This design comes from an exercise in tuning for small area on the open sky130 flow, not from production work. Where RTL was checked, it was by simulation tests only, not by an equivalence proof against the original. Function not checked in run 4: the RTL went through the layout flow alone. Power is estimated from default activity; no workload was simulated.

<file path="flow/config.mk">
export PLATFORM = sky130hd
export DESIGN_NAME = onewire_controller
export DESIGN_NICKNAME = onewire_controller
export VERILOG_FILES = /design/flow/design.v
export SDC_FILE = /design/flow/constraint.sdc
export NUM_CORES = 4
export LEC_CHECK = 0
export CAP_MARGIN = 20
export CORE_MARGIN = 2
export CORE_UTILIZATION = 40
export SLEW_MARGIN = 20
</file>
<file path="flow/constraint.sdc">
create_clock -name core_clock -period 10.0 [get_ports {clk}]
set_input_delay 2.0000 -clock core_clock [delete_from_list [all_inputs] [get_ports {clk}]]
set_output_delay 2.0000 -clock core_clock [all_outputs]
set_load 0.01 [all_outputs]
</file>
<file path="flow/design.v">
module onewire_master_Tx_Rx( 
    input       clk, 
    input       rst, 
    input [1:0] cmd,      
    input       start,    
    output reg  busy,     
    output reg  done,     
    output reg  presence, 
    input  wire dq_in,    
    output wire dq_oe,    
    output reg  data_out  
); 
    parameter IDLE            = 3'd0; 
    parameter RESET_LOW       = 3'd1; 
    parameter PRESENCE_DETECT = 3'd2; 
    parameter WRITE_SLOT      = 3'd3; 
    parameter READ_SLOT       = 3'd4; 
    parameter DONE            = 3'd5; 
    localparam integer t_resetL  = 480;  
    localparam integer t_resetH  = 480; 
    localparam integer t_write1L = 1;      
    localparam integer t_write0L = 60;     
    localparam integer t_slot    = 70;     
    localparam integer t_rdSamp  = 15;     
    reg dq_out_en; 
    assign dq_oe = dq_out_en; 
    reg [2:0] current_state, next_state; 
    reg [31:0] timer; 
    always @(posedge clk or posedge rst) begin 
        if(rst) 
            current_state <= IDLE; 
        else 
            current_state <= next_state; 
    end 
    always @(*) begin 
        next_state = current_state; 
        case(current_state) 
            IDLE: begin 
                if(start) begin 
                    case(cmd) 
                        2'b00: next_state = RESET_LOW; 
                        2'b01: next_state = WRITE_SLOT; 
                        2'b10: next_state = WRITE_SLOT; 
                        2'b11: next_state = READ_SLOT; 
                    endcase 
                end  
            end 
            RESET_LOW: 
                if(timer >= t_resetL) 
                    next_state = PRESENCE_DETECT; 
            PRESENCE_DETECT: 
                if(timer >= t_resetH) 
                    next_state = DONE; 
            WRITE_SLOT: 
                if(timer >= t_slot) 
                    next_state = DONE; 
            READ_SLOT: 
                if(timer >= t_slot) 
                    next_state = DONE; 
            DONE: 
                next_state = IDLE; 
            default: 
                next_state = IDLE; 
        endcase 
    end 
    always @(posedge clk or posedge rst) begin 
        if(rst) begin 
            presence <= 0; 
            data_out <= 0; 
        end else begin 
            case(current_state) 
                RESET_LOW: 
                    presence <= 0;   
                PRESENCE_DETECT: 
                    if(!dq_in) presence <= 1;  
                READ_SLOT: 
                    if(timer == t_rdSamp) data_out <= dq_in;  
            endcase 
        end 
    end 
    always @(*) begin 
        dq_out_en = 0; 
        busy      = 0; 
        done      = 0; 
        case(current_state) 
            RESET_LOW: begin 
                dq_out_en = 1;  
                busy      = 1; 
            end 
            PRESENCE_DETECT: 
                busy = 1; 
            WRITE_SLOT: begin 
                busy = 1; 
                if(cmd==2'b01) dq_out_en = (timer < t_write1L);  
                else if(cmd==2'b10) dq_out_en = (timer < t_write0L);  
            end 
            READ_SLOT: begin 
                busy      = 1; 
                dq_out_en = (timer < t_write1L);  
            end 
            DONE: 
                done = 1; 
        endcase 
    end 
    always @(posedge clk or posedge rst) begin 
        if (rst)  
            timer <= 0; 
        else if(current_state != next_state) 
            timer <= 0; 
        else if(current_state != IDLE) 
            timer <= timer + 1; 
    end 
endmodule
module onewire_controller (
    input        clk,
    input        rst,
    input        start,         
    input        led_on,        
    input [55:0] rom_code,      
    output reg   busy,
    output reg   done,
    output reg   error,         
    input  wire  dq_in,         
    output wire  dq_oe          
);
    reg [1:0] cmd;
    reg       cmd_start;
    wire      cmd_busy, cmd_done;
    wire      presence;
    wire      data_out;
    onewire_master_Tx_Rx bit_fsm (
        .clk(clk),
        .rst(rst),
        .cmd(cmd),
        .start(cmd_start),
        .busy(cmd_busy),
        .done(cmd_done),
        .presence(presence),
        .dq_in(dq_in),
        .dq_oe(dq_oe),
        .data_out(data_out)
    );
       parameter IDLE          = 4'd0;
       parameter RESET_PULSE   = 4'd1;
       parameter CHECK_PRES    = 4'd2;
       parameter SEND_MATCHROM = 4'd3;
       parameter SEND_ROM      = 4'd4;
       parameter SEND_CRC      = 4'd5;
       parameter WAIT_SLAVE    = 4'd6;
       parameter SEND_COMMAND  = 4'd7;
       parameter FINISH        = 4'd8;
       parameter ERROR_STATE   = 4'd9;
    reg [3:0] current_state, next_state;
    localparam [7:0]  MATCH_ROM = 8'h55;
    reg [5:0] bit_cnt;
    reg [55:0] rom_shift;
    reg [7:0] crc;             
    wire issue_ok = !cmd_busy && !cmd_start;
    always @(posedge clk or posedge rst) begin
        if (rst) current_state <= IDLE;
        else     current_state <= next_state;
    end
    always @(*) begin
        next_state = current_state;
        case (current_state)
            IDLE: if (start) next_state = RESET_PULSE;
            RESET_PULSE: if (cmd_done) next_state = CHECK_PRES;
            CHECK_PRES: begin
                if (!presence) next_state = ERROR_STATE;
                else           next_state = SEND_MATCHROM;
            end
            SEND_MATCHROM: if (bit_cnt==8 && cmd_done) next_state = SEND_ROM;
            SEND_ROM: if (bit_cnt==56 && cmd_done) next_state = SEND_CRC;
            SEND_CRC: if (bit_cnt==8 && cmd_done) next_state = WAIT_SLAVE;
            WAIT_SLAVE: next_state = SEND_COMMAND;  
            SEND_COMMAND: if (bit_cnt==8 && cmd_done) next_state = FINISH;
            FINISH: next_state = IDLE;
            ERROR_STATE: next_state = IDLE;
            default: next_state = IDLE;
        endcase
    end
    always @(posedge clk or posedge rst) begin
        if (rst) begin
            busy   <= 0;
            done   <= 0;
            error  <= 0;
            cmd    <= 0;
            cmd_start <= 0;
            bit_cnt   <= 0;
            rom_shift <= 0;
            crc       <= 0;
        end else begin
            cmd_start <= 0;
            done <= 0;
            case (current_state)
                IDLE: begin
                    busy <= 0;
                    error <= 0;
                    if (start) begin
                        busy      <= 1;
                        cmd       <= 2'b00;   
                        cmd_start <= 1;
                        bit_cnt   <= 0;
                        rom_shift <= rom_code;
                        crc       <= 0;
                    end
                end
                RESET_PULSE: begin
                    busy <= 1;
                end
                CHECK_PRES: begin
                    if (!presence) error <= 1;
                end
                SEND_MATCHROM: begin
                    if (issue_ok && bit_cnt < 8) begin
                        cmd <= (MATCH_ROM[bit_cnt[2:0]]) ? 2'b01 : 2'b10;
                        cmd_start <= 1;
                        bit_cnt <= bit_cnt + 1;
                    end
                    if (bit_cnt==8 && cmd_done) bit_cnt <= 0;
                end
                SEND_ROM: begin
                    if (issue_ok && bit_cnt < 56) begin
                        cmd <= (rom_shift[0]) ? 2'b01 : 2'b10;
                        cmd_start <= 1;
                        rom_shift <= rom_shift >> 1;
                        crc <= (crc >> 1) ^ ((crc[0] ^ rom_shift[0]) ? 8'h8C : 8'h00);
                        bit_cnt <= bit_cnt + 1;
                    end
                    if (bit_cnt==56 && cmd_done) bit_cnt <= 0;
                end
                SEND_CRC: begin
                    if (issue_ok && bit_cnt < 8) begin
                        cmd <= (crc[bit_cnt[2:0]]) ? 2'b01 : 2'b10;
                        cmd_start <= 1;
                        bit_cnt <= bit_cnt + 1;
                    end
                    if (bit_cnt==8 && cmd_done) bit_cnt <= 0;
                end
                WAIT_SLAVE: begin
                    bit_cnt <= 0;
                end
                SEND_COMMAND: begin
                    if (issue_ok && bit_cnt < 8) begin
                        cmd <= (led_on)? 2'b01 : 2'b10;
                        cmd_start <= 1;
                        bit_cnt <= bit_cnt + 1;
                    end
                end
                FINISH: begin
                    busy <= 0;
                    done <= 1;
                end
                ERROR_STATE: begin
                    busy <= 0;
                    error <= 1;
                end
            endcase
        end
    end
endmodule
</file>
<file path="flow/run.sh">
#!/bin/bash
# synth_recipe.tcl (not shown) runs the flow's synth.tcl, then flattens the netlist and writes it again
# the make line also repeats each setting of config.mk as NAME=value (left out here)
make -C /OpenROAD-flow-scripts/flow DESIGN_CONFIG=/design/flow/config.mk WORK_HOME=/design/flow/orfs CLKGATE_MAP_FILE= SYNTH_SCRIPT=/design/flow/synth_recipe.tcl finish
</file>
==> summary.md, run 1 <==
| Metric | Value |
|---|---|
| Status | `no timing/DRC/antenna violations` |
| Via count | `4722` |
| Syn Inst Count | `649` |
| Net Sw Frac | `0.208` |
| Post-synthesis sequential area ratio | `0.470` |
| Final hold violations | `0` |
| CTS resizes | `0` |
| DRC Markers | `0` |
| Rows | `45` |
| CP Launch Point | `bit_fsm.timer[18]$_DFFE_PP0P_` |
| Die Span X | `128 microns` |
| Crit path capture type | `output port` |
| Min-Delay Path Depth | `2` |
| Peak VDD IR | `0.123 mV` |
| Syn avg cell area | `9.51 sq um` |
| Reg2reg path depth | `5` |
| Detail Route Antenna Nets | `0` |
| Router iterations before antenna repair | `5` |
| Drt wl/cell | `14.4 microns` |
| Worst-path clk slew | `0.06 ns` |
| Total of max-cap violations | `0` |
| Top FF cell, synth | `dfrtp_1` |
| CP Launch Type | `flop` |
| Critical R2R Capture | `bit_cnt[2]$_DFFE_PP0P_` |
| GRT overflow | `0` |
| Maximum clock path buffer count | `2` |
| H-Tree Depth | `4` |
| First-pass GRT wire length | `22100 microns` |
| Share of cells above drive strength 1 | `0.0728` |
| Root Driver | `clkbuf_16` |
| Setup tns final | `0 ns` |
| Core area | `15100 sq um` |
| Post-DP HPWL | `8600 microns` |
| Final Cell Area | `7500 sq um` |
| Synth async-reset ratio | `1.00` |
| Slew HR | `0.285` |
| Warnings, synthesis | `2` |
| Vias in the first global route | `4590` |
| CP max FO | `8` |
| Setup violators final | `0` |
| Syn Std Cell Area | `6170 sq um` |
| Fin nets | `758` |
| Crit path DAT | `2.50 ns` |
| Sequential power share | `0.424` |
| Pwr dens | `148 nW/um^2` |
| RSZ-0062 raised after global routing | `no` |
| Gp weighted congestion | `0.818` |
| Worst EP required | `8.00 ns` |
| Reg2reg start | `current_state[0]$_DFFE_PP0P_` |
| Fmax achieved | `222 MHz` |
| Port-buffer cells | `64` |
| Initial core utilization | `0.407` |
| CP Class | `reg -> out` |
| Postcts setup bufs | `0` |
| 1st-iter DRT viols | `370` |
| Die area | `16400 sq um` |
| Hold Path Class | `reg -> reg` |
| Flop2flop setup slack | `7.21 ns` |
| Initial antenna violation count | `0` |
| Yosys cell types | `64` |
| EDFF count, synth | `0` |
| Gr usage total | `0.167` |
| Cell-internal power | `878 uW` |
| Die height | `128 microns` |
| I/O pin count | `65` |
| Design Power | `1.11 mW` |
| Slew Viols, Final | `0` |
| Final wirelength | `12800 microns` |
| Worst-margin pin slew | `1.07 ns` |
| Fin crit share | `0.450` |
| Layout Skew | `0.00755 ns` |
| Area grow syn2layout | `21.6%` |
| CTS hold repair buffers | `0` |
| Largest net degree at the start of global routing | `129` |
| CTS tree | `done` |
| # clock sinks | `116` |
| Antenna Cells | `0` |
| Clk latency of the worst-skew pair | `0.42 ns` |
| Clock Power Share | `0.545` |
| #FFs+latches synth | `116` |
| Vias per cell | `5.31` |
| LEAKAGE | `3.00 nW` |
| Area after DPL | `6900 sq um` |
| Combinational share of power | `0.031` |
| Net Count, Synth | `719` |
| TritonCTS buffer count | `17` |
| CP Capture Point | `dq_oe` |
| Period minus WS final | `4.50 ns` |
| P_sw | `231 uW` |
==> per-layer routing <==
metal  vias to the layer above  global-route usage  share of wire
li1                       2366                   -              -
met1                      2224               0.220           0.46
met2                       122               0.253           0.45
met3                        10              0.0693          0.075
met4                         0              0.0491         0.0091
met5                         -                   0              0
==> final cells by class <==
type / instances / area [sq um]
Clock buffer: 21 / 470
Clock inverter: 11 / 125
Fill cell: 1397 / 7640
Inverter: 15 / 58.8
Multi-Input combinational cell: 471 / 3040
Sequential cell: 116 / 2900
Tap cell: 188 / 235
Timing Repair Buffer: 67 / 667
==> how the worst min path moves through the flow <==
stage	start	endpoint	slack (ns)
2_1_floorplan	rom_shift[10]$_DFFE_PP0P_	rom_shift[10]$_DFFE_PP0P_	0.45
3_3_place_gp	rom_shift[13]$_DFFE_PP0P_	rom_shift[13]$_DFFE_PP0P_	0.47
3_5_place_dp	rom_shift[9]$_DFFE_PP0P_	rom_shift[9]$_DFFE_PP0P_	0.47
4_1_cts	rom_shift[9]$_DFFE_PP0P_	rom_shift[9]$_DFFE_PP0P_	0.49
5_1_grt	rom_shift[20]$_DFFE_PP0P_	rom_shift[20]$_DFFE_PP0P_	0.51
6_report	rom_shift[9]$_DFFE_PP0P_	rom_shift[9]$_DFFE_PP0P_	0.48
==> through the flow <==
step	instances	util	setup WS, ns	hold WS, ns
after floorplan	649	-	4.93	0.455
after global placement	857	0.456	5.78	0.465
after detailed placement	857	0.456	5.75	0.475
after CTS	889	0.495	5.51	0.488
after global routing	889	0.495	5.27	0.507
final	889	0.495	5.50	0.481
==> placed cells by master (no fill, tap or decap), types with 3 or more instances in the layout <==
master,synthesis,layout
a21oi_1,12,12
a22o_1,4,4
a31oi_1,4,3
and3_1,9,9
clkbuf_16,0,17
clkbuf_8,0,3
clkdlybuf4s50_1,0,64
clkinv_2,0,3
dfrtp_1,116,116
ha_1,9,9
inv_1,14,13
mux2i_1,57,57
nand2_1,88,88
nand2b_1,8,8
nand3_1,14,14
nand4_1,7,7
nand4bb_1,3,3
nor2_1,54,54
nor2b_1,4,4
nor3_1,23,23
nor3b_1,4,4
nor4_1,11,11
o21ai_0,11,11
o21ai_1,65,65
o31ai_1,6,6
xnor2_1,24,24
xor2_1,7,7
==> flip-flops by register name (all words and copies together), names as in the netlist <==
register,flops
cmd,2
rom_shift,56
done,1
bit_fsm.presence,1
bit_cnt,6
bit_fsm.current_state,3
error,1
busy,1
cmd_start,1
bit_fsm.timer,32
crc,8
current_state,4
==> cells by family after synthesis <==
family                     Yosys count  synth area share
xor gates and xnor gates            31            0.0440
muxes                               60             0.102
adders and majority gates            9            0.0182
DFF                                116             0.470
buffers and inverters               62            0.0403
AOI/OAI and AO/OA                  130             0.133
and+or+nand+nor                    241             0.192
==> cell usage after synthesis, drive strengths merged (3+ instances only) <==
cell type  count  area [sq um]
a21oi         12          60.1
a22o           4          35.0
a31oi          5          46.3
and3           9          56.3
buf           12          60.1
clkbuf        35           133
dfrtp        116          2900
ha             9           113
inv           15          56.3
mux2i         57           571
nand2         88           330
nand2b         8          50.1
nand3         14          70.1
nand4          7          43.8
nand4bb        3          33.8
nor2          54           203
nor2b          4          25.0
nor3          24           125
nor3b          4          30.0
nor4          14           115
o21ai         77           389
o31ai          6          45.0
xnor2         24           210
xor2           7          61.3
==> power groups by stage <==
stage	sequential (mW)	clock, mW	combinational (mW)
2_1_floorplan	0.478	0	0.00777
3_3_place_gp	0.478	0	0.0354
3_5_place_dp	0.478	0	0.0356
4_1_cts	0.470	0.617	0.0357
5_1_grt	0.469	0.640	0.0378
6_report	0.470	0.605	0.0344
==> worst max-delay path, cell delays in order (launching register included) <==
cell and delay [ns]:
dfrtp_1 0.46, nor4_1 0.32, nand4_1 0.34, nor2_1 0.26, a31o_2 0.17, clkdlybuf4s50_1 0.53
==> run 2: changes to the inputs <==
==> flow/design.v (replaced) <==
module onewire_controller (
    input        clk,
    input        rst,
    input        start,
    input        led_on,
    input [55:0] rom_code,
    output reg   busy,
    output reg   done,
    output reg   error,
    input  wire  dq_in,
    output wire  dq_oe
);
    reg [6:0] t;
    reg [6:0] b;
    reg [7:0] crc;
    reg       pres;
    wire wrap = t[6] & t[3] & ~t[2];             
    wire rph  = b[6] & b[5];                      
    wire [63:0] tbl = {rom_code, 8'h55};
    wire dbit = b[6] ? (b[3] ? led_on : crc[0]) : tbl[b[5:0]];
    wire fb = (crc[0] ^ dbit) & (b[6:3] != 4'd0);
    reg [6:0] reload;
    always @(*) begin
        case (b)
            7'd118, 7'd119: reload = 7'd30;
            7'd126:         reload = 7'd69;
            7'd7, 7'd63:    reload = 7'd127;
            7'd71:          reload = 7'd126;
            default:        reload = 7'd0;
        endcase
    end
    wire end_ok  = (b == 7'd79) & wrap;
    wire b127    = (b == 7'd127);
    wire end_err = b127 & (t == 7'd71) & ~pres;
    always @(posedge clk) begin
        if (!busy) begin
            t <= 7'd72;
            b <= 7'd112;
        end else begin
            t <= wrap ? reload : t + 7'd1;
            b <= b + {6'd0, wrap};
        end
        if (wrap)    
            crc <= {fb, crc[7:5], crc[4:3] ^ {2{fb}}, crc[2:1]};
        pres <= (b[5:3] == 3'b111) & (pres | (~dq_in & (b[2:0] != 3'b111)));
    end
    always @(posedge clk or posedge rst) begin
        if (rst) begin
            busy  <= 1'b0;
            done  <= 1'b0;
            error <= 1'b0;
        end else begin
            busy  <= busy ? ~(end_ok | end_err) : start;
            done  <= busy & end_ok;
            error <= busy & b127 & ~pres & ((t == 7'd70) | (t == 7'd71));
        end
    end
    wire rst_pulse = rph & ~b[3] & (b[2:0] != 3'd0);
    wire slot_oe = ~rph & ((t == 7'd0) | (~dbit & ~t[6] & ~(t[5] & t[4] & t[3] & t[2])));
    assign dq_oe = busy & (rst_pulse | slot_oe);
endmodule
--- a/flow/config.mk
+++ b/flow/config.mk
@@ -7,2 +7,3 @@
 export LEC_CHECK = 0
+export ABC_AREA = 1
 export CAP_MARGIN = 20
==> summary.md, run 2 <==
| Metric | Value |
|---|---|
| Die area | `5480 sq um` |
| GRT overflow | `0` |
| Syn avg cell area | `6.00 sq um` |
| Warnings, synthesis | `1` |
| Peak VDD IR | `0.140 mV` |
| CP Class | `in -> out` |
| Crit path capture type | `output port` |
| Worst EP required | `8.00 ns` |
| Slew HR | `0.470` |
| Syn Std Cell Area | `1960 sq um` |
| Filler cell count | `468` |
| Hold Path End | `crc[1]$_DFFE_PP_` |
| Net Sw Frac | `0.449` |
| CTS hold repair buffers | `0` |
| Top FF cell, synth | `dfxtp_1` |
| Postcts setup bufs | `0` |
| Total of max-cap violations | `0` |
| Place WS | `3.99 ns` |
| Setup tns final | `0 ns` |
| Gr usage total | `0.210` |
| Fin crit share | `0.599` |
| Slew Viols, Final | `0` |
| Hold Path Class | `reg -> reg` |
| Post-DP HPWL | `4090 microns` |
| Antenna Cells | `0` |
| Via count | `2176` |
| Core area | `4720 sq um` |
| Port-buffer cells | `64` |
| Post-synth top cells | `nand2_1 (118), inv_1 (37), nor2_1 (31)` |
| CP max FO | `3` |
| Crit path top cell by count | `nand2_1` |
| Status | `no timing/DRC/antenna violations` |
| Flop2flop setup slack | `7.37 ns` |
| Top cells by area, synth | `nand2_1 (23%), dfxtp_1 (15%), edfxtp_1 (12%), inv_1 (7.1%), nand3_1 (6.9%)` |
| Clock Power Share | `0.131` |
| Synth area leader | `nand2_1` |
| Reg2reg path depth | `13` |
| Area after DPL | `2640 sq um` |
| Gp weighted congestion | `0.877` |
| RSZ-0062 raised after global routing | `no` |
| Root Driver | `clkbuf_8` |
| Maximum clock path buffer count | `2` |
| Post-synthesis sequential area ratio | `0.314` |
| Fin nets | `451` |
| Initial antenna violation count | `0` |
| LEAKAGE | `1.29 nW` |
| Clk latency of the worst-skew pair | `0.27 ns` |
| Most frequent cell after synthesis | `nand2_1` |
| First-pass GRT wire length | `8970 microns` |
| Biggest regs | `crc x8, b x7, t x7` |
| Yosys cell types | `31` |
| Reg2reg start | `b[1]$_SDFF_PN0_` |
| P_sw | `229 uW` |
| I/O pin count | `65` |
| Pwr dens | `189 nW/um^2` |
| Detail Route Antenna Nets | `0` |
| CTS tree | `done` |
| Crit path DAT | `3.99 ns` |
| Initial core utilization | `0.415` |
| Worst setup slack after layout | `4.01 ns` |
| Die height | `74.0 microns` |
| # clock sinks | `26` |
| Post-Layout Cell Count | `451` |
| Design Power | `510 uW` |
| Hold WS | `0.423 ns` |
| Area grow syn2layout | `37.3%` |
| Fmax achieved | `167 MHz` |
| Critical path cell sequence | `clkdlybuf4s50_1 > nand2_1 > nand2_1 > nand2_1 > nand2_1 > nand2_1 > nand2_1 > nor2_1 > nor2_1 > nand2_1 > nand2_1 > nand2_1 > nand3_1 > nand2_1 > nand2_1 > a21oi_1 > clkdlybuf4s50_1` |
| Final wirelength | `5400 microns` |
| H-Tree Depth | `1` |
| Max reg flops | `8` |
| Setup violators final | `0` |
| TritonCTS buffer count | `3` |
| Dpl cells | `447` |
| Largest net degree at the start of global routing | `34` |
| Net Count, Synth | `393` |
| Sequential power share | `0.333` |
| CTS resizes | `0` |
| Crit path buf inv count | `2` |
| CP Launch Type | `input port` |
| DRC Markers | `0` |
| Period minus WS final | `5.99 ns` |
| 1st-iter DRT viols | `91` |
| Syn Inst Count | `327` |
| EDFF count, synth | `8` |
| Worst-path clk slew | `0.08 ns` |
| Die Span X | `74.0 microns` |
| Layout Skew | `0.00697 ns` |
| Share of cells above drive strength 1 | `0.0417` |
| Vias per cell | `4.82` |
| Final hold violations | `0` |
| Combinational share of power | `0.536` |
| Drt wl/cell | `12.0 microns` |
| Cell-internal power | `281 uW` |
| Min-Delay Path Depth | `0` |
| Critical R2R Capture | `crc[3]$_DFFE_PP_` |
| Router iterations before antenna repair | `4` |
| Hold Path Origin | `crc[2]$_DFFE_PP_` |
| Final Util | `0.570` |
| Final Cell Area | `2690 sq um` |
| Vias in the first global route | `2006` |
| Biggest register | `crc` |
| Delay-heaviest family, CP | `buffers and inverters` |
| Critical-path top delay cell | `clkdlybuf4s50_1` |
| Synth async-reset ratio | `0.115` |
| Rows | `25` |
| Worst-margin pin slew | `0.794 ns` |
| Commonest non-fill, non-tap cell in the layout | `nand2_1` |
| Commonest non-fill, non-tap cells in the layout | `nand2_1 (118), clkdlybuf4s50_1 (64), inv_1 (37)` |
| Top cell type's share of synthesized area | `0.226` |
| Max incr delay on CP | `0.56 ns` |
| #FFs+latches synth | `26` |
[run 2: changes by cell type after synthesis, moves of 15 or more]
| cell | delta |
|---|---|
| nor3_1 | -16 |
| dfxtp_1 | +15 |
| nor2_1 | -23 |
| nand2_1 | +30 |
| inv_1 | +23 |
| xnor2_1 | -22 |
| o21ai_1 | -62 |
| dfrtp_1 | -113 |
| clkbuf_1 | -30 |
| mux2i_1 | -57 |
[run 2: logic make-up (layout without fill, tap and decap cells)]
group	after synthesis	after routing	synth area share
DFF	26	26	0.314
and+or+nand+nor	196	196	0.415
AOI/OAI and AO/OA	39	39	0.110
adders and majority gates	5	5	0.0319
xor gates and xnor gates	2	2	0.00893
buffers and inverters	59	116	0.120
[run 2: area by class of cell]
type	instances	area, sq um	area share
multi-input combinational	242	1110	0.412
sequential	26	616	0.229
tap	67	83.8	0.0311
inverter	46	173	0.0641
timing repair buffer	66	656	0.243
clock buffer	4	55.1	0.0204
[run 2: worst max-delay path by stage]
stage                 startpoint    end  slack, ns  depth (start not counted)
floorplan           rom_code[24]  dq_oe       5.00                         14
global placement     rom_code[5]  dq_oe       4.01                         17
detailed placement   rom_code[5]  dq_oe       3.99                         17
CTS                  rom_code[5]  dq_oe       3.99                         17
global route        rom_code[24]  dq_oe       3.76                         16
finish               rom_code[7]  dq_oe       4.01                         17
[run 2: metal layers]
metal	vias up	part of all wire	global-route usage
li1	1150	-	-
met1	987	0.49	0.280
met2	34	0.46	0.358
met3	5	0.035	0.0325
met4	0	0.0078	0.0505
met5	-	0	0
[run 2: power by group through the flow]
stage / combinational, mW / sequential, mW / clock (mW)
final: 0.273 / 0.170 / 0.0671
after global routing: 0.319 / 0.174 / 0.0728
after CTS: 0.277 / 0.169 / 0.0700
after detailed placement: 0.275 / 0.172 / 0
after global placement: 0.276 / 0.171 / 0
after floorplan: 0.223 / 0.149 / 0
==> run 3: changes to the inputs <==
==> flow/flow/run.sh (new file) <==
#!/bin/bash
# Standard ORFS layout, with the ports buffered by the smallest buffer (buf_1)
# instead of the default clkdlybuf4s50_1.
set -euo pipefail
bash standard.sh 'BUFFER_PORTS_ARGS=-buffer_cell sky130_fd_sc_hd__buf_1' finish > make_finish.log 2>&1
==> flow/standard.sh (new file) <==
#!/bin/bash
# synth_recipe.tcl (not shown) runs the flow's synth.tcl, then flattens the netlist and writes it again
# the make line also repeats each setting of config.mk as NAME=value (left out here)
make -C /OpenROAD-flow-scripts/flow DESIGN_CONFIG=/design/flow/config.mk WORK_HOME=/design/flow/orfs CLKGATE_MAP_FILE= SYNTH_SCRIPT=/design/flow/synth_recipe.tcl "${@:-finish}"
removed: flow/run.sh
==> summary.md, run 3 <==
| Metric | Value |
|---|---|
| Drt wl/cell | `11.0 microns` |
| Layout Skew | `0.0152 ns` |
| Root Driver | `clkbuf_8` |
| Peak VDD IR | `0.156 mV` |
| Crit path buf inv count | `3` |
| Critical-path top delay cell | `buf_1` |
| CP Class | `in -> out` |
| Most frequent cell after synthesis | `nand2_1` |
| CTS resizes | `0` |
| Critical path cell sequence | `buf_1 > inv_1 > nand2_1 > nand3_1 > nand2_1 > nand2_1 > nand2_1 > nor2_1 > nor2_1 > nand2_1 > nand2_1 > nand2_1 > nand3_1 > nand2_1 > nand2_1 > a21oi_1 > buf_1` |
| Syn Std Cell Area | `1960 sq um` |
| Hold Path Class | `reg -> reg` |
| Fin nets | `451` |
| Postcts setup bufs | `0` |
| 1st-iter DRT viols | `135` |
| Max reg flops | `8` |
| GRT overflow | `0` |
| Setup tns final | `0 ns` |
| Final hold violations | `0` |
| Area grow syn2layout | `17.5%` |
| Sequential power share | `0.339` |
| Worst EP required | `8.00 ns` |
| Initial core utilization | `0.415` |
| Register area | `616 sq um` |
| Place WS | `4.71 ns` |
| Commonest non-fill, non-tap cells in the layout | `nand2_1 (118), buf_1 (64), inv_1 (37)` |
| DRC Markers | `0` |
| Post-synth top cells | `nand2_1 (118), inv_1 (37), nor2_1 (31)` |
| Core area | `4720 sq um` |
| CTS tree | `done` |
| Top cell type's share of synthesized area | `0.226` |
| Top cells by area, synth | `nand2_1 (23%), dfxtp_1 (15%), edfxtp_1 (12%), inv_1 (7.1%), nand3_1 (6.9%)` |
| Yosys cell types | `31` |
| TritonCTS buffer count | `3` |
| Post-DP HPWL | `3760 microns` |
| Commonest non-fill, non-tap cell in the layout | `nand2_1` |
| Pwr dens | `217 nW/um^2` |
| Net Sw Frac | `0.458` |
| Biggest register | `crc` |
| Crit path capture type | `output port` |
| # clock sinks | `26` |
| Gr usage total | `0.195` |
| Slew Viols, Final | `0` |
| Largest net degree at the start of global routing | `34` |
| Antenna Cells | `0` |
| Warnings, synthesis | `1` |
| Port-buffer cells | `64` |
| Fin crit share | `0.526` |
| Router iterations before antenna repair | `4` |
| Maximum clock path buffer count | `2` |
| Setup violators final | `0` |
| Die Span X | `74.0 microns` |
| Rows | `25` |
| Net Count, Synth | `393` |
| Post-synthesis sequential area ratio | `0.314` |
| EDFF count, synth | `8` |
| Die area | `5480 sq um` |
| Synth async-reset ratio | `0.115` |
| Vias in the first global route | `2009` |
| First-pass GRT wire length | `8510 microns` |
| Worst setup slack after layout | `4.74 ns` |
| RSZ-0062 raised after global routing | `no` |
| Syn avg cell area | `6.00 sq um` |
| I/O pin count | `65` |
| Max incr delay on CP | `0.17 ns` |
| Biggest regs | `crc x8, b x7, t x7` |
| Crit path top cell by count | `nand2_1` |
| LEAKAGE | `1.12 nW` |
| Syn Inst Count | `327` |
| Worst-margin pin slew | `0.747 ns` |
| #FFs+latches synth | `26` |
| Delay-heaviest family, CP | `simple AND/OR/NAND/NOR gates` |
| H-Tree Depth | `1` |
| Final wirelength | `4970 microns` |
| Synth area leader | `nand2_1` |
| Detail Route Antenna Nets | `0` |
| Filler cell count | `522` |
| CP max FO | `3` |
| Initial antenna violation count | `0` |
| Period minus WS final | `5.26 ns` |
| Die height | `74.0 microns` |
| Status | `no timing/DRC/antenna violations` |
| P_sw | `229 uW` |
| CP Launch Type | `input port` |
| Worst-path clk slew | `0.08 ns` |
| Total of max-cap violations | `0` |
| Fmax achieved | `190 MHz` |
| Vias per cell | `4.80` |
| Top FF cell, synth | `dfxtp_1` |
| Multi-input logic area | `1110 sq um` |
| Share of cells above drive strength 1 | `0.0417` |
| CTS hold repair buffers | `0` |
| Crit path DAT | `3.26 ns` |
| Via count | `2164` |
| Combinational share of power | `0.505` |
| Gp weighted congestion | `0.837` |
| Clock Power Share | `0.156` |
| Clk latency of the worst-skew pair | `0.28 ns` |
| Slew HR | `0.502` |
| Cell-internal power | `271 uW` |
-- run 3: cell count changes in the layout (fill, tap and decap cells not counted) --
cell,delta
clkbuf_8,-1
clkdlybuf4s50_1,-64
buf_1,+64
clkbuf_16,+1
-- run 3: power by group through the flow --
| stage | logic (mW) | registers (mW) | clock network [mW] |
|---|---|---|---|
| CTS | 0.255 | 0.169 | 0.0795 |
| global route | 0.299 | 0.174 | 0.0832 |
| finish | 0.253 | 0.170 | 0.0779 |
| detailed placement | 0.254 | 0.171 | 0 |
| global placement | 0.252 | 0.171 | 0 |
| floorplan | 0.223 | 0.149 | 0 |
-- run 3: final cells by class --
type | count | share of cell area
clock buffer | 4 | 0.0288
tap | 67 | 0.0364
sequential | 26 | 0.267
timing repair buffer | 66 | 0.111
inverter | 46 | 0.0749
multi-input combinational | 242 | 0.482
-- run 3: cell families after synthesis --
| logic type | count (synthesis) | share of synthesized area |
|---|---|---|
| buffers and inverters | 59 | 0.120 |
| AND/OR/NAND/NOR | 196 | 0.415 |
| AO/OA/AOI/OAI | 39 | 0.110 |
| adder cells (fa/ha/maj) | 5 | 0.0319 |
| XOR/XNOR | 2 | 0.00893 |
| flip-flops | 26 | 0.314 |
-- run 3: metal layers --
metal,part of all wire,vias to the layer above,GRT usage
met5,0,-,0
met4,0.0097,0,0.0444
met3,0.049,6,0.0407
met2,0.45,60,0.322
met1,0.49,950,0.262
li1,-,1148,-
-- run 3: through the flow --
stage / util / area [sq um] / std cells / total power, mW / hold slack (ns)
global placement: 0.474 / 2240 / 447 / 0.423 / 0.403
floorplan: - / 1960 / 327 / 0.372 / 0.400
finish: 0.488 / 2300 / 451 / 0.500 / 0.427
detailed placement: 0.474 / 2240 / 447 / 0.425 / 0.407
CTS: 0.488 / 2300 / 451 / 0.504 / 0.428
global route: 0.488 / 2300 / 451 / 0.556 / 0.445
-- run 3: path summary, 6_finish.rpt --
path	startpoint	endpoint	slack [ns]	depth (start not counted)
setup / recovery	rom_code[5]	dq_oe	4.74	17
hold / removal	crc[2]$_DFFE_PP_	crc[1]$_DFFE_PP_	0.43	0
setup reg to reg	b[1]$_SDFF_PN0_	crc[3]$_DFFE_PP_	7.46	13
hold reg to reg	crc[2]$_DFFE_PP_	crc[1]$_DFFE_PP_	0.43	0
max in group asynchronous	rst	done$_DFF_PP0_	8.31	2
min in group asynchronous	rst	error$_DFF_PP0_	1.54	2
-- run 3: worst register-to-register path: stages (launching register included) --
cell,delay (ns)
dfxtp_1,0.82
inv_2,0.20
nor2_1,0.31
nand2_1,0.08
nand2_1,0.07
o21ai_0,0.08
nand3_1,0.11
nand3_1,0.11
nand2_1,0.09
inv_2,0.04
nand3_1,0.11
nand3_1,0.13
nand2_1,0.08
nand2_1,0.04
==> run 4: changes to the inputs <==
--- a/flow/design.v
+++ b/flow/design.v
@@ -7,4 +7,4 @@
     output reg   busy,
-    output reg   done,
-    output reg   error,
+    output wire  done,
+    output wire  error,
     input  wire  dq_in,
@@ -34,10 +34,6 @@
     wire end_err = b127 & (t == 7'd71) & ~pres;
+    wire [6:0] b_next = busy ? b + {6'd0, wrap} : 7'd112;
     always @(posedge clk) begin
-        if (!busy) begin
-            t <= 7'd72;
-            b <= 7'd112;
-        end else begin
-            t <= wrap ? reload : t + 7'd1;
-            b <= b + {6'd0, wrap};
-        end
+        t <= busy ? (wrap ? reload : t + 7'd1) : 7'd72;
+        {b[6:5], b[3:0]} <= {b_next[6:5], b_next[3:0]};
         if (wrap)    
@@ -48,11 +44,11 @@
         if (rst) begin
-            busy  <= 1'b0;
-            done  <= 1'b0;
-            error <= 1'b0;
+            busy <= 1'b0;
+            b[4] <= 1'b0;
         end else begin
-            busy  <= busy ? ~(end_ok | end_err) : start;
-            done  <= busy & end_ok;
-            error <= busy & b127 & ~pres & ((t == 7'd70) | (t == 7'd71));
+            busy <= busy ? ~(end_ok | end_err) : start;
+            b[4] <= b_next[4];
         end
     end
+    assign done  = b[6] & ~b[5] & b[4];
+    assign error = b127 & ~pres & (t[3] | (t[1] & t[0]));
     wire rst_pulse = rph & ~b[3] & (b[2:0] != 3'd0);
==> flow/flow/run.sh (replaced) <==
#!/bin/bash
# Standard ORFS layout with an own combinational mapping in synthesis
# (flow/synth.tcl) and the ports buffered by buf_1.
set -euo pipefail
HERE=$(cd "$(dirname "${BASH_SOURCE[0]}")" && pwd)
export FLOW_SYNTH_TCL=$PWD/synth_recipe.tcl
bash standard.sh "SYNTH_SCRIPT=$HERE/synth.tcl" 'BUFFER_PORTS_ARGS=-buffer_cell sky130_fd_sc_hd__buf_1' 'CTS_ARGS=-sink_clustering_enable -repair_clock_nets -dont_use_dummy_load -buf_list sky130_fd_sc_hd__clkbuf_4 -root_buf sky130_fd_sc_hd__clkbuf_4 -sink_clustering_size 30' finish > make_finish.log 2>&1
==> flow/flow/abc.script (new file) <==
strash; dch -f; amap; strash; dch -f; amap
==> flow/flow/mux4map.v (new file) <==
module \$_MUX4_ (A, B, C, D, S, T, Y);
input A, B, C, D, S, T; output Y;
sky130_fd_sc_hd__mux4_2 _TECHMAP_REPLACE_ (.A0(A), .A1(B), .A2(C), .A3(D), .S0(S), .S1(T), .X(Y));
endmodule
==> flow/flow/synth.tcl (new file) <==
# The standard synthesis (synth_recipe.tcl), with two changes to the
# combinational mapping: 4:1 multiplexers are mapped to mux4 cells before ABC,
# and ABC runs an area-oriented script (abc.script beside this file).
set ::own_dir [file dirname [file normalize [info script]]]
proc abc {args} {
  yosys muxcover -mux4=200 -nopartial -nodecode
  yosys techmap -map $::own_dir/mux4map.v
  set i [lsearch -exact $args -script]
  if { $i >= 0 } { set args [lreplace $args [expr {$i + 1}] [expr {$i + 1}] $::own_dir/abc.script] }
  yosys abc {*}$args
}
source $::env(FLOW_SYNTH_TCL)
==> summary.md, run 4 <==
| Metric | Value |
|---|---|
| Reg2reg start | `b[0]$_SDFF_PN0_` |
| Max incr delay on CP | `0.49 ns` |
| Levels on crit path | `9` |
| Root Driver | `clkbuf_4` |
| Delay-heaviest family, CP | `multiplexers` |
| Biggest register | `crc` |
| Core area | `3720 sq um` |
| CP max FO | `3` |
| Place WS | `3.59 ns` |
| DRC Markers | `0` |
| RSZ-0062 raised after global routing | `no` |
| Gr usage total | `0.212` |
| Peak VDD IR | `0.117 mV` |
| Die height | `66.4 microns` |
| Hold Path Origin | `crc[2]$_DFFE_PP_` |
| Gp weighted congestion | `0.925` |
| Antenna Cells | `0` |
| Maximum clock path buffer count | `2` |
| Vias in the first global route | `1594` |
| Hold Path Class | `reg -> reg` |
| GRT overflow | `0` |
| CTS resizes | `0` |
| Worst setup slack after layout | `3.60 ns` |
| Setup tns final | `0 ns` |
| Top FF cell, synth | `dfxtp_1` |
| Top cell type's share of synthesized area | `0.260` |
| Initial core utilization | `0.420` |
| Synth async-reset ratio | `0.0833` |
| Final hold violations | `0` |
| Syn Inst Count | `153` |
| Syn Std Cell Area | `1560 sq um` |
| Net Count, Synth | `218` |
| CTS tree | `done` |
| Setup violators final | `0` |
| Top cells by area, synth | `mux4_2 (26%), dfxtp_1 (18%), edfxtp_1 (15%), nor2_1 (5.1%), clkinv_1 (4.3%)` |
| Router iterations before antenna repair | `4` |
| Share of cells above drive strength 1 | `0.100` |
| Post-DP HPWL | `3180 microns` |
| Met1 global-route usage | `0.261` |
| First-pass GRT wire length | `7150 microns` |
| H-Tree Depth | `1` |
| Biggest regs | `crc x8, b x7, t x7` |
| Period minus WS final | `6.40 ns` |
| Postcts setup bufs | `0` |
| Critical-path top delay cell | `mux4_2` |
| Status | `no timing/DRC/antenna violations` |
| Warnings, synthesis | `1` |
| Met3 GRT Util | `0.0511` |
| CP Launch Type | `input port` |
| Worst EP required | `8.00 ns` |
| I/O pin count | `65` |
| Rows | `22` |
| Min-Delay Path Depth | `0` |
| Met2 GRT Util | `0.359` |
| Crit path top cell by count | `mux4_2` |
| Drt wl/cell | `14.9 microns` |
| Die Span X | `66.4 microns` |
| Post-synth top cells | `nor2_1 (21), clkinv_1 (18), mux4_2 (18)` |
| EDFF count, synth | `8` |
| Initial antenna violation count | `0` |
| Die area | `4410 sq um` |
| Largest net degree at the start of global routing | `20` |
| Crit path capture type | `output port` |
| Commonest non-fill, non-tap cells in the layout | `buf_1 (64), nor2_1 (21), clkinv_1 (18), mux4_2 (18), dfxtp_1 (13)` |
| Fmax achieved | `156 MHz` |
| Post-synthesis sequential area ratio | `0.366` |
| Worst-margin pin slew | `0.769 ns` |
| Post-Layout Cell Count | `268` |
| Fin nets | `287` |
| Pwr dens | `233 nW/um^2` |
| 1st-iter DRT viols | `159` |
| Crit path DAT | `4.40 ns` |
| Commonest non-fill, non-tap cell in the layout | `buf_1` |
| #FFs+latches synth | `24` |
| Vias per cell | `5.57` |
| CP Launch Point | `rom_code[36]` |
| Dpl cells | `265` |
| Area grow syn2layout | `20.8%` |
| CP Class | `in -> out` |
| Total of max-cap violations | `0` |
| Slew HR | `0.486` |
| Syn avg cell area | `10.2 sq um` |
| Slew Viols, Final | `0` |
| Critical path cell sequence | `buf_1 > mux4_2 > mux4_2 > mux4_2 > a21oi_1 > a21oi_1 > o32a_1 > nor2_1 > buf_1` |
| Yosys cell types | `27` |
| Worst-path clk slew | `0.12 ns` |
| Via count | `1493` |
| Port-buffer cells | `64` |
| Reg2reg path depth | `8` |
| LEAKAGE | `0.615 nW` |
| Busiest metal layer after global routing | `met2` |
| CTS hold repair buffers | `0` |
| Most frequent cell after synthesis | `nor2_1` |
| Clk latency of the worst-skew pair | `0.31 ns` |
| Crit path buf inv count | `2` |
| Synth area leader | `mux4_2` |
| Detail Route Antenna Nets | `0` |
| Fin crit share | `0.640` |
| Final wirelength | `3990 microns` |
| # clock sinks | `24` |
| Layout Skew | `0.00707 ns` |
| Max reg flops | `8` |
| TritonCTS buffer count | `3` |
==> run 4: changes by cell type after synthesis, sizes merged, moves of 5 or more <==
cell,previous run,this run
o21ai,15,5
nand4,6,1
buf,9,0
nand2,119,12
nor2,31,21
inv,45,0
a21oi,16,10
mux4,0,18
clkinv,1,18
nand3,27,5
==> run 4: layout make-up <==
cell class	instances	area, sq um
multi-input combinational	111	921
inverter	18	67.6
clock buffer	3	22.5
fill	370	1830
sequential	24	572
tap	48	60.1
timing repair buffer	64	240
==> run 4: per-stage QoR <==
step	hold WS, ns	power (mW)	area (sq um)	utilization
after CTS	0.442	0.444	1880	0.506
after global placement	0.404	0.393	1860	0.500
after detailed placement	0.411	0.402	1860	0.500
final	0.438	0.439	1880	0.507
after floorplan	0.400	0.348	1560	-
after global routing	0.445	0.482	1880	0.507
==> run 4: routing by layer <==
layer	vias to the layer above	share of wire
li1	735	-
met1	709	0.44
met2	38	0.50
met3	11	0.041
met4	0	0.018
met5	-	0
==> run 4: worst reg2reg max path, stage by stage, from the launching register on <==
cell     delay, ns
dfxtp_2       0.71
mux4_2        0.58
mux4_2        0.49
mux4_2        0.47
a21oi_1       0.24
nand2_1       0.07
o21ai_0       0.07
o21a_1        0.25
a21oi_1       0.10
==> run 4: cell families (layout without fill, tap and decap cells) <==
logic type	Yosys count	count (layout)	synth area share
muxes	18	18	0.260
DFF	24	24	0.366
buffers and inverters	18	85	0.0433
adders and majority gates	4	4	0.0321
AOI/OAI and AO/OA	32	32	0.135
and+or+nand+nor	57	57	0.164
==> run 4: power by group <==
group / internal, mW / switching, mW
clock: 0.0141 / 0.0269
combinational: 0.124 / 0.0817
sequential: 0.131 / 0.0614
==> run 4: final timing paths <==
kind                               endpoint  slack [ns]
max                                   dq_oe        3.60
min                        crc[1]$_DFFE_PP_        0.44
max reg2reg                crc[3]$_DFFE_PP_        6.79
min reg2reg                crc[1]$_DFFE_PP_        0.44
max in group asynchronous    busy$_DFF_PP0_        8.42
min in group asynchronous    b[4]$_DFF_PP0_        1.49
==> run 5: changes to the inputs <==
==> flow/design.v (replaced) <==
module onewire_controller (
    input        clk,
    input        rst,
    input        start,
    input        led_on,
    input [55:0] rom_code,
    output reg   busy,
    output wire  done,
    output wire  error,
    input  wire  dq_in,
    output wire  dq_oe
);
    reg [6:0] t;
    reg [6:0] b;
    reg [7:0] crc;
    reg       pres;
    wire wrap   = t[6] & t[3] & ~t[2];                
    wire rph    = b[6] & b[5];                         
    wire window = rph & b[4] & (b[3] | b[2] | (b[1] & b[0]));    
    wire pulse  = rph & ~window;                       
    wire ext    = b[2] & b[1] & b[0] & ((b[5] & b[4] & b[3]) | ~(b[5] | b[4] | b[3]));
    wire [63:0] tbl = {rom_code, 8'h55};
    wire dbit = b[6] ? (b[3] ? led_on : crc[0]) : tbl[b[5:0]];
    wire fb   = (crc[0] ^ dbit) & (b[6] | b[5] | b[4] | b[3]);
    wire [6:0] reload = {ext, ext | rph, ext, ext, ext | rph, ext & ~rph, ext & ~b[6]};
    wire b0      = ~(b[6] | b[5] | b[4] | b[3] | b[2] | b[1] | b[0]);
    wire end_ok  = b[6] & ~b[5] & b[3] & b[2] & b[1] & b[0] & wrap;    
    wire late    = b0 & t[6] & t[5] & t[1];                            
    wire end_err = late & ~t[0] & ~pres;
    wire [6:0] b_next = busy ? b + {6'd0, wrap} : 7'd102;
    always @(posedge clk) begin
        t <= busy ? (wrap ? reload : t + 7'd1) : 7'd35;
        {b[6], b[4:0]} <= {b_next[6], b_next[4:0]};
        if (wrap)    
            crc <= {fb, crc[7:5], crc[4:3] ^ {2{fb}}, crc[2:1]};
        pres <= ~busy | (~pulse & (pres | (~dq_in & window)));
    end
    always @(posedge clk or posedge rst) begin
        if (rst) begin
            busy <= 1'b0;
            b[5] <= 1'b1;
        end else begin
            busy <= busy ? ~(end_ok | end_err) : start;
            b[5] <= b_next[5];
        end
    end
    assign done  = b[6] & ~b[5] & b[4];        
    assign error = late & ~pres;
    wire slot_oe = ~rph & ((t == 7'd0) | (~dbit & ~t[6] & ~(t[5] & t[4] & t[3] & t[2])));
    assign dq_oe = busy & ((pulse & ~pres) | slot_oe);
endmodule
==> flow/flow/run.sh (replaced) <==
#!/bin/bash
# Standard ORFS layout with an own combinational mapping in synthesis
# (flow/synth.tcl) and the ports buffered by buf_1.
set -euo pipefail
HERE=$(cd "$(dirname "${BASH_SOURCE[0]}")" && pwd)
export FLOW_SYNTH_TCL=$PWD/synth_recipe.tcl
bash standard.sh "SYNTH_SCRIPT=$HERE/synth.tcl" 'BUFFER_PORTS_ARGS=-buffer_cell sky130_fd_sc_hd__buf_1' 'CTS_ARGS=-sink_clustering_enable -repair_clock_nets -dont_use_dummy_load -buf_list sky130_fd_sc_hd__clkbuf_8 -root_buf sky130_fd_sc_hd__clkbuf_8' finish > make_finish.log 2>&1
==> summary.md, run 5 <==
| Metric | Value |
|---|---|
| Status | `no timing/DRC/antenna violations` |
| Warnings, synthesis | `1` |
| Total of max-cap violations | `0` |
| Post-DP HPWL | `3100 microns` |
| Crit path capture type | `output port` |
| Commonest non-fill, non-tap cells in the layout | `buf_1 (64), clkinv_1 (21), nor2_1 (18), mux4_2 (18), dfxtp_1 (13)` |
| Core area | `3660 sq um` |
| GRT overflow | `0` |
| Top cell type's share of synthesized area | `0.266` |
| Antenna Cells | `0` |
| Postcts setup bufs | `0` |
| Worst EP required | `8.00 ns` |
| Critical path cell sequence | `buf_1 > mux4_2 > mux4_2 > mux4_2 > nand2_1 > o21ai_0 > nor2_1 > a31oi_1 > nor3_1 > a21oi_1 > nor2_1 > buf_1` |
| RSZ-0062 raised after global routing | `no` |
| # clock sinks | `24` |
| Vias in the first global route | `1492` |
| Syn Inst Count | `148` |
| Rows | `22` |
| Critical-path top delay cell | `mux4_2` |
| Initial antenna violation count | `0` |
| CTS tree | `done` |
| First-pass GRT wire length | `6690 microns` |
| CP Launch Type | `input port` |
| Post-synthesis sequential area ratio | `0.375` |
| DRC Markers | `0` |
| Final Cell Area | `1870 sq um` |
| Met3 GRT Util | `0.0342` |
| Die area | `4320 sq um` |
| Crit path DAT | `4.34 ns` |
| Fmax achieved | `158 MHz` |
| Share of cells above drive strength 1 | `0.107` |
| Most frequent cell after synthesis | `clkinv_1` |
| Reg2reg path depth | `7` |
| Vias per cell | `5.64` |
| EDFF count, synth | `8` |
| Worst setup slack after layout | `3.66 ns` |
| CP max FO | `3` |
| Port-buffer cells | `64` |
| Final Util | `0.510` |
| Slew Viols, Final | `0` |
| Net Count, Synth | `213` |
| Design Power | `172 uW` |
| CTS hold repair buffers | `0` |
| LEAKAGE | `0.635 nW` |
| Max reg flops | `8` |
| Detail Route Antenna Nets | `0` |
| Final wirelength | `3840 microns` |
| Place WS | `3.67 ns` |
| I/O pin count | `65` |
| Min-Delay Path Depth | `0` |
| Via count | `1484` |
| Synth async-reset ratio | `0.0833` |
| Peak VDD IR | `0.0998 mV` |
| Area after DPL | `1820 sq um` |
| Final hold violations | `0` |
| Die Span X | `65.7 microns` |
| 1st-iter DRT viols | `57` |
| Initial core utilization | `0.416` |
| Clk latency of the worst-skew pair | `0.27 ns` |
| Fin nets | `282` |
| Maximum clock path buffer count | `2` |
| Gr usage total | `0.200` |
| CTS resizes | `0` |
| Met2 GRT Util | `0.352` |
| Router iterations before antenna repair | `4` |
| Largest net degree at the start of global routing | `19` |
| TritonCTS buffer count | `3` |
| Area grow syn2layout | `22.5%` |
| Fin crit share | `0.634` |
| Biggest register | `crc` |
| Crit path top cell by count | `mux4_2` |
| Yosys cell types | `26` |
| Period minus WS final | `6.34 ns` |
| Slew HR | `0.499` |
| Hold Path Class | `reg -> reg` |
| Layout Skew | `0.0131 ns` |
| Biggest regs | `crc x8, b x7, t x7` |
| Post-synth top cells | `clkinv_1 (21), mux4_2 (18), nor2_1 (18)` |
| Gp weighted congestion | `0.832` |
| Drt wl/cell | `14.6 microns` |
| Commonest non-fill, non-tap cell in the layout | `buf_1` |
| Die height | `65.7 microns` |
| #FFs+latches synth | `24` |
| Top FF cell, synth | `dfxtp_1` |
| Max incr delay on CP | `0.47 ns` |
| H-Tree Depth | `1` |
| Pwr dens | `92.2 nW/um^2` |
| Worst-margin pin slew | `0.750 ns` |
| Setup tns final | `0 ns` |
| Setup violators final | `0` |
| CP Class | `in -> out` |
| Met1 global-route usage | `0.252` |
| Busiest metal layer after global routing | `met2` |
| Root Driver | `clkbuf_8` |
| Syn Std Cell Area | `1520 sq um` |
| Worst-path clk slew | `0.09 ns` |
| Syn avg cell area | `10.3 sq um` |
| Filler cell count | `359` |
| Synth area leader | `mux4_2` |
| Top cells by area, synth | `mux4_2 (27%), dfxtp_1 (18%), edfxtp_1 (16%), clkinv_1 (5.2%), nor2_1 (4.4%)` |
[run 5: changes by cell type after synthesis, moves of 3 or more]
cell,before,now
a31oi_1,1,6
clkinv_1,18,21
nor4_1,4,1
nor2_1,21,18
[run 5: where the power goes]
part           internal (mW)  switching, mW  total (mW)
clock                 0.0269         0.0286      0.0555
combinational         0.0110        0.00540      0.0164
sequential             0.100              0       0.100
total                  0.138         0.0340       0.172
[run 5: layout make-up]
type,count,area [sq um],share of cell area
multi-input cells,103,873,0.468
flip-flops and latches,24,573,0.307
repair buffers,64,240,0.129
inverters,21,78.8,0.0422
well taps,48,60.1,0.0322
clock buffers,3,41.3,0.0221
[run 5: path summary, 6_finish.rpt]
kind                                  startpoint          endpoint  slack [ns]
worst min register to register  crc[7]$_DFFE_PP_  crc[6]$_DFFE_PP_        0.44
worst max register to register   b[0]$_SDFF_PN0_  crc[3]$_DFFE_PP_        6.44
min in group asynchronous                    rst    busy$_DFF_PP0_        1.53
worst max-delay path                rom_code[35]             dq_oe        3.66
max in group asynchronous                    rst    b[5]$_DFF_PP1_        8.28
worst min-delay path            crc[7]$_DFFE_PP_  crc[6]$_DFFE_PP_        0.44
[run 5: routing by layer]
metal	wire (microns)	share of wire
met5	0	0
met4	31	0.0081
met3	194	0.051
met2	2010	0.52
met1	1600	0.42
[run 5: cell families (layout without fill, tap and decap cells)]
family	Yosys count	after routing	share of synthesized area
AND/OR/NAND/NOR	48	48	0.140
adder cells (fa/ha/maj)	4	4	0.0328
buffers and inverters	21	88	0.0517
XOR/XNOR	1	1	0.00575
flip-flops	24	24	0.375
AO/OA/AOI/OAI	32	32	0.129
multiplexers	18	18	0.266
[run 5: critical path, delay by kind of cell]
kind            cells  cell delay [ns]
compound gates      3             0.26
buf+inv             2             0.24
mux                 3             1.39
simple gates        4             0.43
[run 5: through the flow]
step,hold WS (ns),instances
after floorplan,0.400,148
after global placement,0.405,260
after detailed placement,0.406,260
after CTS,0.441,263
after global routing,0.447,263
final,0.438,263
==> run 6: changes to the inputs <==
==> flow/flow/run.sh (replaced) <==
#!/bin/bash
# Standard ORFS layout (standard.sh) with these changes:
#  - synthesis: flow/synth.tcl maps 4:1 multiplexers to mux4 cells and runs an
#    area-oriented ABC script; no adder extraction (ADDER_MAP_FILE empty), so ABC
#    maps the counters' incrementers itself;
#  - ports are buffered by buf_1 instead of clkdlybuf4s50_1;
#  - the clock tree is built from clkbuf_8 only, without dummy loads.
set -euo pipefail
HERE=$(cd "$(dirname "${BASH_SOURCE[0]}")" && pwd)
export FLOW_SYNTH_TCL=$PWD/synth_recipe.tcl
bash standard.sh \
  "SYNTH_SCRIPT=$HERE/synth.tcl" \
  'ADDER_MAP_FILE=' \
  'BUFFER_PORTS_ARGS=-buffer_cell sky130_fd_sc_hd__buf_1' \
  'CTS_ARGS=-sink_clustering_enable -repair_clock_nets -dont_use_dummy_load -buf_list sky130_fd_sc_hd__clkbuf_8 -root_buf sky130_fd_sc_hd__clkbuf_8' \
  finish > make_finish.log 2>&1
==> summary.md, run 6 <==
| Metric | Value |
|---|---|
| Net Count, Synth | `202` |
| TritonCTS buffer count | `3` |
| Gp weighted congestion | `0.899` |
| Synth area leader | `mux4_2` |
| Hold Path Origin | `crc[7]$_DFFE_PP_` |
| CP Launch Type | `input port` |
| 1st-iter DRT viols | `107` |
| Syn Std Cell Area | `1450 sq um` |
| CTS resizes | `0` |
| Top cell type's share of synthesized area | `0.279` |
| Pwr dens | `242 nW/um^2` |
| Commonest non-fill, non-tap cell in the layout | `buf_1` |
| Crit path top cell by count | `mux4_2` |
| Hold Path Class | `reg -> reg` |
| Total of max-cap violations | `0` |
| Layout Skew | `0.00959 ns` |
| CTS hold repair buffers | `0` |
| Top cells by area, synth | `mux4_2 (28%), dfxtp_1 (19%), edfxtp_1 (17%), nor2_1 (6.5%), clkinv_1 (5.9%)` |
| Crit path capture type | `output port` |
| Postcts setup bufs | `0` |
| Clk latency of the worst-skew pair | `0.26 ns` |
| Largest net degree at the start of global routing | `20` |
| LEAKAGE | `0.585 nW` |
| Worst-path clk slew | `0.08 ns` |
| Final hold violations | `0` |
| DR WL met2 | `1740 microns` |
| Warnings, synthesis | `1` |
| #FFs+latches synth | `24` |
| Syn avg cell area | `10.3 sq um` |
| Top FF cell, synth | `dfxtp_1` |
| Filler cell count | `344` |
| H-Tree Depth | `1` |
| I/O pin count | `65` |
| Initial core utilization | `0.425` |
| Min-Delay Path Depth | `0` |
| Post-DP HPWL | `2790 microns` |
| Delay-heaviest family, CP | `multiplexers` |
| Most frequent cell after synthesis | `nor2_1` |
| GRT overflow | `0` |
| Metal1 wirelength | `1400 microns` |
| Reg2reg path depth | `7` |
| Final wirelength | `3410 microns` |
| Flop2flop setup slack | `6.51 ns` |
| Router iterations before antenna repair | `4` |
| Reg2reg start | `b[0]$_SDFF_PN0_` |
| Max reg flops | `8` |
| Hold Path End | `crc[6]$_DFFE_PP_` |
| Share of cells above drive strength 1 | `0.115` |
| Crit path buf inv count | `3` |
| Status | `no timing/DRC/antenna violations` |
| Biggest regs | `crc x8, b x7, t x7` |
| Detail Route Antenna Nets | `0` |
| Gr usage total | `0.175` |
| Die area | `4130 sq um` |
| Setup tns final | `0 ns` |
| Worst setup slack after layout | `3.39 ns` |
| Worst-margin pin slew | `0.680 ns` |
| # clock sinks | `24` |
| Critical R2R Capture | `crc[3]$_DFFE_PP_` |
| Biggest register | `crc` |
| Antenna Cells | `0` |
| Hold WS | `0.431 ns` |
| CP Class | `in -> out` |
| Via count | `1376` |
| Port-buffer cells | `64` |
| Rows | `21` |
| Initial antenna violation count | `0` |
| Maximum clock path buffer count | `2` |
| DRC Markers | `0` |
| Slew Viols, Final | `0` |
| Crit path DAT | `4.61 ns` |
| RSZ-0062 raised after global routing | `no` |
| Slew HR | `0.546` |
| EDFF count, synth | `8` |
| Vias in the first global route | `1360` |
| Drt wl/cell | `13.4 microns` |
| CP max FO | `3` |
| Highest metal used | `met4` |
| Fin nets | `272` |
| Commonest non-fill, non-tap cells in the layout | `buf_1 (64), nor2_1 (25), clkinv_1 (23)` |
| Max incr delay on CP | `0.48 ns` |
| Core area | `3420 sq um` |
| First-pass GRT wire length | `5760 microns` |
| CTS tree | `done` |
| Area grow syn2layout | `24.0%` |
| Vias per cell | `5.40` |
| Design Power | `436 uW` |
| Critical path cell sequence | `buf_1 > mux4_2 > mux4_2 > mux4_2 > a21oi_1 > clkinv_1 > o21a_1 > nor4_1 > a21oi_1 > nor2_1 > buf_1` |
| Post-synthesis sequential area ratio | `0.394` |
| Fmax achieved | `151 MHz` |
| Place WS | `3.39 ns` |
| Yosys cell types | `24` |
| Synth async-reset ratio | `0.0833` |
| Die height | `64.2 microns` |
| Peak VDD IR | `0.118 mV` |
| Die Span X | `64.2 microns` |
| WL met3 | `217 microns` |
| Critical-path top delay cell | `mux4_2` |
| Period minus WS final | `6.61 ns` |
| Syn Inst Count | `141` |
| Setup violators final | `0` |
| Worst EP required | `8.00 ns` |
| Post-synth top cells | `nor2_1 (25), clkinv_1 (23), mux4_2 (18)` |
| Fin crit share | `0.661` |
| Root Driver | `clkbuf_8` |
run 6: cell types whose count changed after synthesis, sizes merged, moves of 2 or more:
cell    before  now
nand4        2    0
nand2       11    5
ha           4    0
nor3         9    7
clkinv      21   23
a31oi        6    2
nor2        18   25
run 6: metal layers:
metal,track usage,up-vias
met4,0.0691,0
met5,0,-
li1,-,669
met2,0.311,64
met1,0.218,637
met3,0.0194,6
run 6: kinds of logic (layout without fill, tap and decap cells):
kind of cell	after synthesis	count (layout)	share of synthesized area
AOI/OAI and AO/OA	33	33	0.140
and+or+nand+nor	43	43	0.128
muxes	18	18	0.279
DFF	24	24	0.394
buffers and inverters	23	91	0.0595
run 6: worst max path at each step:
stage | from | end | slack [ns] | cells past startpoint
global placement | rom_code[55] | dq_oe | 3.44 | 11
detailed placement | rom_code[55] | dq_oe | 3.39 | 11
CTS | rom_code[55] | dq_oe | 3.38 | 11
finish | rom_code[55] | dq_oe | 3.39 | 11
floorplan | rom_code[55] | dq_oe | 3.74 | 9
global route | rom_code[55] | dq_oe | 3.14 | 11
run 6: area by class of cell:
type / count / area [sq um] / area share
flip-flops and latches: 24 / 573 / 0.318
inverters: 23 / 86.3 / 0.0480
clock buffers: 3 / 41.3 / 0.0229
well taps: 46 / 57.6 / 0.0320
multi-input cells: 94 / 793 / 0.441
repair buffers: 65 / 248 / 0.138
run 6: metrics by stage:
stage	area, sq um	utilization	std cells
6_report	1800	0.527	255
5_1_grt	1800	0.527	255
4_1_cts	1800	0.526	255
3_5_place_dp	1760	0.514	252
3_3_place_gp	1760	0.514	252
2_1_floorplan	1450	-	141
run 6: report_power, final:
part | switching, mW | internal (mW)
logic | 0.0766 | 0.119
clock network | 0.0271 | 0.0268
registers | 0.0521 | 0.134
total | 0.156 | 0.280

## re-timing with driven ports
In the flow no input, the clock included, has a driving cell. The finished layouts below were timed again as built, in two steps.
Step 1 sets driving cells, clkbuf_16 on the clock port and buf_2 on the other inputs (assumed; they add their load-dependent delay and slew).
Step 2, shift: input delay + t, output delay - t, t = (earliest + latest rising clock arrival at the registers) / 2. This alone moves slack from input paths to output paths.
a / b / c = ideal / step 1 / step 2; a / b = the first two.
run | t (ns) | setup slack, ns | hold slack, ns | worst setup path after step 2 | pins driven straight from the clock port
run 1 | 0.454 | 5.501 / 5.460 / 5.914 | 0.481 / 0.481 / 0.481 | register to output | 1
run 2 | 0.296 | 4.012 / 3.987 / 3.987 | 0.423 / 0.423 / 0.423 | input to output | 1
run 3 | 0.295 | 4.736 / 4.714 / 4.714 | 0.427 / 0.427 / 0.427 | input to output | 1
run 4 | 0.331 | 3.599 / 3.575 / 3.575 | 0.438 / 0.438 / 0.438 | input to output | 1
run 5 | 0.279 | 3.663 / 3.639 / 3.639 | 0.438 / 0.438 / 0.438 | input to output | 1
run 6 | 0.280 | 3.392 / 3.372 / 3.372 | 0.431 / 0.431 / 0.431 | input to output | 1
After both steps setup and hold are still met in every run listed. For run 2, which loses most, drivers alone change the setup slack by -0.025 ns; drivers and shift together by -0.025 ns.
